Background: an optimization exercise with open tools, aiming at small area and few clock cycles per item. Do not read the settings as production practice. Only simulation tests tie the RTL to the original design; equivalence was not proved. The clock port is modelled as an ideal driver; clocking choices that lean on that would not hold on a real chip.

==> flow/design.v (excerpt) <==
module lab1 #(
	parameter WIDTHIN = 16,
	parameter WIDTHOUT = 32
) (
	input clk,
	input reset,
	input i_valid,
	input i_ready,
	output o_valid,
	output o_ready,
	input [WIDTHIN-1:0] i_x,
	output [WIDTHOUT-1:0] o_y
);
Settings: LEC_CHECK=0, CAP_MARGIN=20, CORE_MARGIN=2, CORE_UTILIZATION=40, CTS_CLUSTER_DIAMETER=150, CTS_CLUSTER_SIZE=30, GPL_TIMING_DRIVEN=0, SLEW_MARGIN=20, SYNTH_HIERARCHICAL=1; clock period 8.0 ns.
standard.sh (not shown) runs the stock make flow with config.mk's settings and CLKGATE_MAP_FILE= SYNTH_SCRIPT=/design/flow/synth_recipe.tcl, a recipe that flattens the netlist after the stock synthesis.
==> flow/flow/run.sh <==
#!/bin/bash
# Standard ORFS layout (the standard.sh, unchanged synthesis), with two changes:
#  - the port buffers are the smallest buffer cell (every port still gets its own buffer);
#  - after global routing, cells on paths with spare slack are downsized (RECOVER_POWER).
set -euo pipefail
bash standard.sh "BUFFER_PORTS_ARGS=-buffer_cell sky130_fd_sc_hd__buf_1" RECOVER_POWER=100 finish > standard.log 2>&1
The baseline reached the layout checks and failed them: capacitance limit, slew limit.
Testbench counts at the start, summed over its fixed seeds: cycles 24,040, items 24,000.
Next try:
==> flow/flow/run.sh (replaced) <==
#!/bin/bash
# Standard ORFS layout (the standard.sh, unchanged synthesis), with two changes:
#  - the port buffers are the smallest buffer cell (every port still gets its own buffer);
#  - the detailed placer keeps one free site on each side of every a222oi cell
#    (flow/pad.tcl, sourced before detailed placement and CTS; not in global
#    routing, whose placement check would then trip over the diodes it inserts).
set -euo pipefail
PAD="$PWD/flow/pad.tcl"
bash standard.sh "BUFFER_PORTS_ARGS=-buffer_cell sky130_fd_sc_hd__buf_1" \
  "PRE_DETAIL_PLACE_TCL=$PAD" "PRE_CTS_TCL=$PAD" \
  finish > standard.log 2>&1
==> flow/flow/pad.tcl (new file) <==
# The a222oi cells have six input pins in one row; give each one free site on
# either side so the router can reach all of them.
set_placement_padding -masters {sky130_fd_sc_hd__a222oi_1} -left 1 -right 1
--- a/flow/config.mk
+++ b/flow/config.mk
@@ -10,4 +10,2 @@
 export CORE_UTILIZATION = 40
-export CTS_CLUSTER_DIAMETER = 150
-export CTS_CLUSTER_SIZE = 30
 export GPL_TIMING_DRIVEN = 0
The new run produced a clean layout.
Worst hold slack gets worse by 0.014 ns.
Die area does not change.
Via count grows by about 0.34%.
Design area grows by 2.0%.
Routed wire length grows by about 0.8%.
Count of clock-buffer cells in the layout grows by 27.
Cell count grows by 0.92%.
Next try:
==> flow/flow/run.sh (replaced) <==
#!/bin/bash
# Standard ORFS layout (the standard.sh, unchanged synthesis), with two changes:
#  - the port buffers are the smallest buffer cell (every port still gets its own buffer);
#  - the detailed placer keeps one free site on each side of every a222oi cell
#    (flow/pad.tcl, sourced before each step that runs detailed placement).
set -euo pipefail
PAD="$PWD/flow/pad.tcl"
bash standard.sh "BUFFER_PORTS_ARGS=-buffer_cell sky130_fd_sc_hd__buf_1" \
  "PRE_DETAIL_PLACE_TCL=$PAD" "PRE_CTS_TCL=$PAD" "PRE_GLOBAL_ROUTE_TCL=$PAD" \
  finish > standard.log 2>&1
--- a/flow/config.mk
+++ b/flow/config.mk
@@ -10,2 +10,4 @@
 export CORE_UTILIZATION = 40
+export CTS_CLUSTER_DIAMETER = 150
+export CTS_CLUSTER_SIZE = 30
 export GPL_TIMING_DRIVEN = 0
The changed run did not get past 5_1_grt on DPL-0033; synthesized area stays the same; synthesized cell count is unchanged.


lab1, a different RTL version from the one above (not shown whole).
Size: roughly 37,000 um2 of cells after synthesis.
// lab1
module lab1 #(
	parameter WIDTHIN = 16,
	parameter WIDTHOUT = 32
) (
	input clk,
	input reset,
	input i_valid,
	input i_ready,
	output o_valid,
	output o_ready,
	input [WIDTHIN-1:0] i_x,
	output [WIDTHOUT-1:0] o_y
);
==> flow/config.mk <==
export PLATFORM = sky130hd
export DESIGN_NAME = lab1
export DESIGN_NICKNAME = lab1
export VERILOG_FILES = /design/flow/design.v
export SDC_FILE = /design/flow/constraint.sdc
export NUM_CORES = 4
export LEC_CHECK = 0
export CAP_MARGIN = 20
export CORE_MARGIN = 2
export CORE_UTILIZATION = 40
export CTS_CLUSTER_DIAMETER = 120
export CTS_CLUSTER_SIZE = 20
export GPL_TIMING_DRIVEN = 0
export SLEW_MARGIN = 20
export SYNTH_HIERARCHICAL = 1
==> flow/constraint.sdc <==
create_clock -name core_clock -period 8.0 [get_ports {clk}]
set_input_delay 1.6000 -clock core_clock [delete_from_list [all_inputs] [get_ports {clk}]]
set_output_delay 1.6000 -clock core_clock [all_outputs]
set_load 0.01 [all_outputs]
==> flow/flow/run.sh <==
#!/bin/bash
# Standard ORFS layout (the standard.sh, unchanged synthesis), with two changes:
#  - the port buffers are the smallest buffer cell (every port still gets its own buffer);
#  - the detailed placer keeps one free site on each side of every a222oi cell
#    (flow/pad.tcl, sourced before detailed placement and CTS; not in global
#    routing, whose placement check would then trip over the diodes it inserts).
set -euo pipefail
PAD="$PWD/flow/pad.tcl"
bash standard.sh "BUFFER_PORTS_ARGS=-buffer_cell sky130_fd_sc_hd__buf_1" \
  "PRE_DETAIL_PLACE_TCL=$PAD" "PRE_CTS_TCL=$PAD" \
  finish > standard.log 2>&1
==> flow/flow/pad.tcl <==
# The a222oi cells have six input pins in one row; give each one free site on
# either side so the router can reach all of them.
set_placement_padding -masters {sky130_fd_sc_hd__a222oi_1} -left 1 -right 1
Testbench counts at the start, summed over its fixed seeds: cycles 24,040, items 24,000.
==> next run, changes <==
==> flow/run.sh (new file) <==
#!/bin/bash
# synth_recipe.tcl (not shown) runs the flow's synth.tcl, then flattens the netlist and writes it again
# the make line also repeats each setting of config.mk as NAME=value (left out here)
make -C /OpenROAD-flow-scripts/flow DESIGN_CONFIG=/design/flow/config.mk WORK_HOME=/design/flow/orfs CLKGATE_MAP_FILE= SYNTH_SCRIPT=/design/flow/synth_recipe.tcl finish
- CELL_PAD_IN_SITES_DETAIL_PLACEMENT: not set -> 1
- CELL_PAD_IN_SITES_GLOBAL_PLACEMENT: not set -> 1
- CTS_CLUSTER_DIAMETER: 120 -> 135
- CTS_CLUSTER_SIZE: 20 -> 25
- PLACE_DENSITY: not set -> 0.45
removed: flow/flow/run.sh
removed: flow/flow/pad.tcl
removed: flow/standard.sh
Die area stays the same. Worst hold slack barely changes. Design area increases by about 0.9%. Synthesized area stays the same. Maximum frequency came out lower by about 1%. First-iteration DRC count fell by about 11%. Flip-flop and latch count stays the same. Count of clock-buffer cells in the layout is lower by 6.
==> next run, changes <==
==> flow/flow/run.sh (new file) <==
#!/bin/bash
# Standard ORFS layout (the standard.sh, unchanged synthesis), with two changes:
#  - the port buffers are the smallest buffer cell (every port still gets its own buffer);
#  - the detailed placer keeps one free site on each side of every a222oi cell
#    (flow/pad.tcl, sourced before detailed placement and CTS; not in global
#    routing, whose placement check would then trip over the diodes it inserts).
set -euo pipefail
PAD="$PWD/flow/pad.tcl"
bash standard.sh "BUFFER_PORTS_ARGS=-buffer_cell sky130_fd_sc_hd__buf_1" \
  "PRE_DETAIL_PLACE_TCL=$PAD" "PRE_CTS_TCL=$PAD" \
  finish > standard.log 2>&1
==> flow/flow/pad.tcl (new file) <==
# The a222oi cells have six input pins in one row; give each one free site on
# either side so the router can reach all of them.
set_placement_padding -masters {sky130_fd_sc_hd__a222oi_1} -left 1 -right 1
==> flow/standard.sh (new file) <==
#!/bin/bash
# synth_recipe.tcl (not shown) runs the flow's synth.tcl, then flattens the netlist and writes it again
# the make line also repeats each setting of config.mk as NAME=value (left out here)
make -C /OpenROAD-flow-scripts/flow DESIGN_CONFIG=/design/flow/config.mk WORK_HOME=/design/flow/orfs CLKGATE_MAP_FILE= SYNTH_SCRIPT=/design/flow/synth_recipe.tcl "${@:-finish}"
- CELL_PAD_IN_SITES_DETAIL_PLACEMENT: 1 -> not set
- CELL_PAD_IN_SITES_GLOBAL_PLACEMENT: 1 -> not set
- PLACE_DENSITY: 0.45 -> not set
removed: flow/run.sh
The changed run passed the timing, design-rule and antenna checks. Final cell count barely changes. Wire length went down by roughly a tenth. First-iteration DRC count went up by roughly a tenth. Non-clock buffer count went down by 6. Core utilization went down by 0.55 points. Design area went down slightly. Clock skew is about the same.
==> next run, changes <==
==> flow/run.sh (new file) <==
#!/bin/bash
# synth_recipe.tcl (not shown) runs the flow's synth.tcl, then flattens the netlist and writes it again
# the make line also repeats each setting of config.mk as NAME=value (left out here)
make -C /OpenROAD-flow-scripts/flow DESIGN_CONFIG=/design/flow/config.mk WORK_HOME=/design/flow/orfs CLKGATE_MAP_FILE= SYNTH_SCRIPT=/design/flow/synth_recipe.tcl finish
- CELL_PAD_IN_SITES_DETAIL_PLACEMENT: not set -> 1
- CELL_PAD_IN_SITES_GLOBAL_PLACEMENT: not set -> 1
- CTS_CLUSTER_DIAMETER: 135 -> 120
- CTS_CLUSTER_SIZE: 25 -> 20
- PLACE_DENSITY: not set -> 0.45
removed: flow/flow/run.sh
removed: flow/flow/pad.tcl
removed: flow/standard.sh
Result: The new run completed without violations. Setup slack is worse by 50 ps. Synthesized area does not change. Final area rises slightly. Die area does not change.
==> next run, changes <==
- CTS_CLUSTER_DIAMETER: 120 -> not set
- CTS_CLUSTER_SIZE: 20 -> not set
=> The changed run completed with no timing, DRC or antenna violations; non-clock buffer count climbs by 1; setup slack degrades by 57 ps; design area climbs by 1.3%; fmax drops by 0.74%; die area does not change.

[separate check: timing with driven ports]
How much do the figures lean on ideal ports? The routed layouts below were timed once more, with nothing changed but the port constraints. Step 1, drivers: a clkbuf_16 drives clk and a buf_2 each remaining input, both assumed. Step 2 also shifts input and output timing later by t, the mid clock arrival at the registers, as if the neighbouring blocks saw the same clock. Three values: no drivers, after step 1, after step 2; two values: the first two.
run	t (ns)	slack for setup (ns)	hold slack, ns	worst setup path at the end	worst data-port slew with drivers (ns)
the first run of note 1	0.614	0.327 / 0.327 / 0.327	0.364 / 0.364 / 0.364	register to register	0.05
the second run of note 1	0.627	0.483 / 0.483 / 0.483	0.349 / 0.349 / 0.349	register to register	0.06
the first run of note 2	0.623	0.429 / 0.429 / 0.429	0.358 / 0.358 / 0.358	register to register	0.05
the second run of note 2	0.607	0.348 / 0.348 / 0.348	0.357 / 0.357 / 0.357	register to register	0.06
the third run of note 2	0.611	0.383 / 0.383 / 0.383	0.361 / 0.361 / 0.361	register to register	0.05
the fourth run of note 2	0.634	0.334 / 0.334 / 0.334	0.356 / 0.356 / 0.356	register to register	0.06
the fifth run of note 2	0.646	0.276 / 0.276 / 0.276	0.349 / 0.349 / 0.349	register to register	0.06
